Context: an optimization exercise on an open-source flow, tuned for small area. The choices shown serve that exercise and are no tape-out recipe. The RTL was checked by simulation tests, not by an equivalence proof against the original design. Power is estimated from default activity; no workload was simulated.

==> flow/design.v (excerpt) <==
module gaussian_noise (Y, select, clk, Y_hat, noise_debug, reset, state);
input [31:0] Y;
input [2:0] select;
input reset;
input clk;
output [31:0] Y_hat, noise_debug;
output [2:0] state;
reg [31:0] g0;   
reg [31:0] g1;   
reg [31:0] g2;   
reg [31:0] g3;   
reg [31:0] g4;   
reg [31:0] g5;   
reg [37:0] ch;   
reg [31:1] ca1, ca2, cb1, cb2;   
wire h00 = ch[6] ^ ch[4] ^ ch[3] ^ ch[2];
wire h01 = ch[5] ^ ch[2];
wire h02 = ch[6] ^ ch[5] ^ ch[3] ^ ch[2];
wire h03 = ch[5] ^ ch[3] ^ ch[2] ^ ch[1] ^ ch[0];
wire h04 = ch[6] ^ ch[4] ^ ch[1];
wire [2:0] n0 = {2'b0,h00} + {2'b0,h01} + {2'b0,h02} + {2'b0,h03} + {2'b0,h04};
wire h10 = ch[6] ^ ch[3] ^ ch[2];
wire h11 = ch[5] ^ ch[4] ^ ch[3];
wire h12 = ch[6] ^ ch[5] ^ ch[3] ^ ch[2];
wire h13 = ch[6] ^ ch[5] ^ ch[4] ^ ch[1];
wire h14 = ch[6] ^ ch[1];
wire [2:0] n1 = {2'b0,h10} + {2'b0,h11} + {2'b0,h12} + {2'b0,h13} + {2'b0,h14};
always @(posedge clk or posedge reset) begin
  if (reset) begin
    g0 <= 32'h0f0f0f0f;
    g1 <= 32'h0fefbf0f;
    g2 <= 32'h0aefba0f;
    g3 <= 32'h0aef6a04;
    g4 <= 32'h0a2f6204;
    g5 <= 32'h112c6204;
    ch <= 38'h6d;
    ca1 <= 31'h00000006;
    ca2 <= 31'h00000008;
    cb1 <= 31'h00000013;
    cb2 <= 31'h00000008;
  end else begin
    g0 <= {g0[30:0], g0[31]^g0[21]^g0[1]^g0[0]};
    g1 <= {g1[30:0], g1[31]^g1[21]^g1[1]^g1[0]};
    g2 <= {g2[30:0], g2[31]^g2[21]^g2[1]^g2[0]};
    g3 <= {g3[30:0], g3[31]^g3[21]^g3[1]^g3[0]};
    g4 <= {g4[30:0], g4[31]^g4[21]^g4[1]^g4[0]};
    g5 <= {g5[30:0], g5[31]^g5[21]^g5[1]^g5[0]};
    ch <= {ch[36:0], ch[31]^ch[21]^ch[1]^ch[0]};
    ca1 <= {ca1[30:1], n0[1]};
    ca2 <= {ca2[30:1], n0[2]};
    cb1 <= {cb1[30:1], n1[1]};
    cb2 <= {cb2[30:1], n1[2]};
  end
end
wire [31:0] a1 = {ca1, n0[1]}, a2 = {ca2, n0[2]};
wire [31:0] b1 = {cb1, n1[1]}, b2 = {cb2, n1[2]};
wire [31:0] a0;
genvar ia;
generate for (ia = 0; ia < 32; ia = ia + 1) begin : para
  assign a0[ia] = ch[ia+6] ^ ch[ia+5] ^ ch[ia+3] ^ ch[ia+0];
end endgenerate
wire [31:0] b0;
genvar ib;
generate for (ib = 0; ib < 32; ib = ib + 1) begin : parb
  assign b0[ib] = ch[ib+5] ^ ch[ib+3];
end endgenerate
wire valid = ~(select[2] & select[1]);   
wire setb = select[2] | (select[1] & select[0]);   
  ...
Settings: LEC_CHECK=0, CAP_MARGIN=20, CORE_MARGIN=2, CORE_UTILIZATION=40, CTS_BUF_LIST=sky130_fd_sc_hd__clkbuf_16, CTS_CLUSTER_DIAMETER=100, CTS_CLUSTER_SIZE=24, SLEW_MARGIN=20; clock period 15.0 ns.
standard.sh (not shown) runs the stock make flow with config.mk's settings and CLKGATE_MAP_FILE= SYNTH_SCRIPT=/design/flow/synth_recipe.tcl, a recipe that flattens the netlist after the stock synthesis.
==> flow/flow/run.sh <==
#!/bin/bash
# Standard ORFS layout with two changes:
#  - synthesis maps with flow/abc_map.script (ORFS's speed script without ABC's own
#    buffering and sizing; OpenROAD repairs and sizes later); everything else in the
#    synthesis, including register mapping and naming, is the standard script;
#  - the port buffers are the smallest buffer cell.
# ORFS keeps each tool's full log under orfs/logs/; make's own output is in flow_make.log.
set -euo pipefail
here=$(pwd)
{
  echo "proc abc {args} { set i [lsearch \$args -script]; if {\$i >= 0} { lset args [expr {\$i+1}] $here/flow/abc_map.script }; yosys abc {*}\$args }"
  cat synth_recipe.tcl
} > my_synth.tcl
bash standard.sh SYNTH_SCRIPT=$here/my_synth.tcl BUFFER_PORTS_ARGS="-buffer_cell sky130_fd_sc_hd__buf_1" finish > flow_make.log 2>&1
==> flow/flow/abc_map.script <==
&get -n
&st
&dch
&nf
&st
&syn2
&if -g -K 6
&synch2
&nf
&st
&syn2
&if -g -K 6
&synch2
&nf
&st
&syn2
&if -g -K 6
&synch2
&nf
&st
&syn2
&if -g -K 6
&synch2
&nf
&st
&syn2
&if -g -K 6
&synch2
&nf
&put
topo
The baseline completed without violations.
Rerun with:
==> flow/flow/run.sh (replaced) <==
#!/bin/bash
# Standard ORFS layout, with the port buffers inserted as the smallest buffer cell.
# Each tool's full log is kept by ORFS under orfs/logs/; make's own output goes to flow_make.log.
set -euo pipefail
bash standard.sh BUFFER_PORTS_ARGS="-buffer_cell sky130_fd_sc_hd__buf_1" finish > flow_make.log 2>&1
removed: flow/flow/abc_map.script
What happened:
- The changed run completed with no timing, DRC or antenna violations
- clock-buffer cell count stays the same
- final area stays flat
- clock power came out lower by about 5%
- global-route usage drops by 0.91 points

---

== v25 ==
Another version of the RTL of gaussian_noise (not shown whole).
Size in the first run: roughly 350 flip-flops, roughly 100 I/O pins, ~0.017 mm² of cells after synthesis.
Design gaussian_noise, start of the top module:
module gaussian_noise (Y, select, clk, Y_hat, noise_debug, reset, state);
clock: 15.0 ns
lec_check: 0
cap_margin: 20
core_margin: 2
core_utilization: 40
cts_buf_list: sky130_fd_sc_hd__clkbuf_16
cts_cluster_diameter: 100
cts_cluster_size: 28
slew_margin: 20
==> flow/flow/run.sh <==
#!/bin/bash
# Standard ORFS layout, with the port buffers inserted as the smallest buffer cell.
# Each tool's full log is kept by ORFS under orfs/logs/; make's own output goes to flow_make.log.
set -euo pipefail
bash standard.sh BUFFER_PORTS_ARGS="-buffer_cell sky130_fd_sc_hd__buf_1" finish > flow_make.log 2>&1
For v22, these inputs were changed with respect to v25:
# v25
export LEC_CHECK = 0
export CAP_MARGIN = 20
export CORE_MARGIN = 2
export CORE_UTILIZATION = 40
export CTS_BUF_LIST = sky130_fd_sc_hd__clkbuf_16
export CTS_CLUSTER_DIAMETER = 100
export CTS_CLUSTER_SIZE = 28
export SLEW_MARGIN = 20
create_clock -name core_clock -period 15.0 [get_ports {clk}]
# v22
export LEC_CHECK = 0
export CAP_MARGIN = 20
export CORE_MARGIN = 2
export CORE_UTILIZATION = 50
export CTS_BUF_LIST = sky130_fd_sc_hd__clkbuf_8
export CTS_CLUSTER_DIAMETER = 60
export CTS_CLUSTER_SIZE = 16
export SLEW_MARGIN = 20
create_clock -name core_clock -period 15.0 [get_ports {clk}]
--- outcome ---
v25 → v22: global-route track usage on met2 now sits higher; power was more or less identical.
Routed length on met2 on v22 is down relative to v25.
Looking at v25 and v22, the total detailed-routing wirelength is a wash.
Utilization | v22 above v25
> inputs changed (v22 -> v31)
# v22
export LEC_CHECK = 0
export CAP_MARGIN = 20
export CORE_MARGIN = 2
export CORE_UTILIZATION = 50
export CTS_BUF_LIST = sky130_fd_sc_hd__clkbuf_8
export CTS_CLUSTER_DIAMETER = 60
export CTS_CLUSTER_SIZE = 16
export SLEW_MARGIN = 20
create_clock -name core_clock -period 15.0 [get_ports {clk}]
# v31
export LEC_CHECK = 0
export CAP_MARGIN = 20
export CORE_MARGIN = 2
export CORE_UTILIZATION = 40
export CTS_BUF_LIST = sky130_fd_sc_hd__clkbuf_8 sky130_fd_sc_hd__clkbuf_16
export CTS_CLUSTER_DIAMETER = 80
export CTS_CLUSTER_SIZE = 20
export SLEW_MARGIN = 20
create_clock -name core_clock -period 15.0 [get_ports {clk}]
## What came out
- Relative to v22, final cell count increased by 119 in v31.
- Lower die area goes to v22 over v31.
- Compared with v22, in v31 number of CTS-inserted buffers shows a reduction of 6; maximum fanout count along the critical path down 1; wire length of the first global-routing pass rose by 0.35%; fraction of power consumed by the clock network +2.6 points; total track usage has decreased.
- Compared with v22, v31 has less setup slack.
- v31 has synthesis-to-finish area growth above what v22 had.
#### Input delta (v59 over v31)
# v31
export LEC_CHECK = 0
export CAP_MARGIN = 20
export CORE_MARGIN = 2
export CORE_UTILIZATION = 40
export CTS_BUF_LIST = sky130_fd_sc_hd__clkbuf_8 sky130_fd_sc_hd__clkbuf_16
export CTS_CLUSTER_DIAMETER = 80
export CTS_CLUSTER_SIZE = 20
export SLEW_MARGIN = 20
create_clock -name core_clock -period 15.0 [get_ports {clk}]
# v59
export LEC_CHECK = 0
export CAP_MARGIN = 20
export CORE_MARGIN = 2
export CORE_UTILIZATION = 40
export CTS_BUF_LIST = sky130_fd_sc_hd__clkbuf_8
export CTS_CLUSTER_DIAMETER = 50
export CTS_CLUSTER_SIZE = 14
export SLEW_MARGIN = 20
create_clock -name core_clock -period 15.0 [get_ports {clk}]
==> run notes <==
- Compared with v31, the detailed router inserted more vias in v59.
- On cell area after layout, v59 and v31 are neck and neck.
- Looking at total routed wirelength, v59 sits 0.35% above v31.

-- static timing again, ports no longer ideal --
The flow's constraints put no driver on any port. The routed layouts listed below were extracted and timed again, unchanged, in two steps.
Step 1: set_driving_cell puts a clkbuf_16 on clk and a buf_2 on each other input, an assumption about the parent block.
Step 2 times the ports against the registers' clock, not the clock port: input delays grow and output delays shrink by t, the midpoint of the rising clock arrivals with the driver on.
Three values: ideal, step 1, step 2; two values: the first two.
run | shift t [ns] | setup WS [ns] | hold WS [ns] | worst setup path at the end | worst data-port slew with drivers (ns)
the first run of note 1 | 0.576 | 0.822 / 0.801 / 0.801 | 0.347 / 0.347 / 0.347 | input to output | 0.06
the second run of note 1 | 0.561 | 1.239 / 1.218 / 1.218 | 0.363 / 0.363 / 0.363 | input to output | 0.05
v25 | 0.559 | 0.728 / 0.708 / 0.708 | 0.350 / 0.350 / 0.350 | input to output | 0.04
v22 | 0.631 | 0.778 / 0.754 / 0.754 | 0.354 / 0.354 / 0.354 | input to output | 0.04
v31 | 0.561 | 0.689 / 0.669 / 0.669 | 0.355 / 0.355 / 0.355 | input to output | 0.04
v59 | 0.651 | 0.696 / 0.676 / 0.676 | 0.360 / 0.360 / 0.360 | input to output | 0.04
After both steps setup and hold are still met in every run listed. For v22, which loses most, drivers alone change the setup slack by -0.024 ns; drivers and shift together by -0.024 ns.
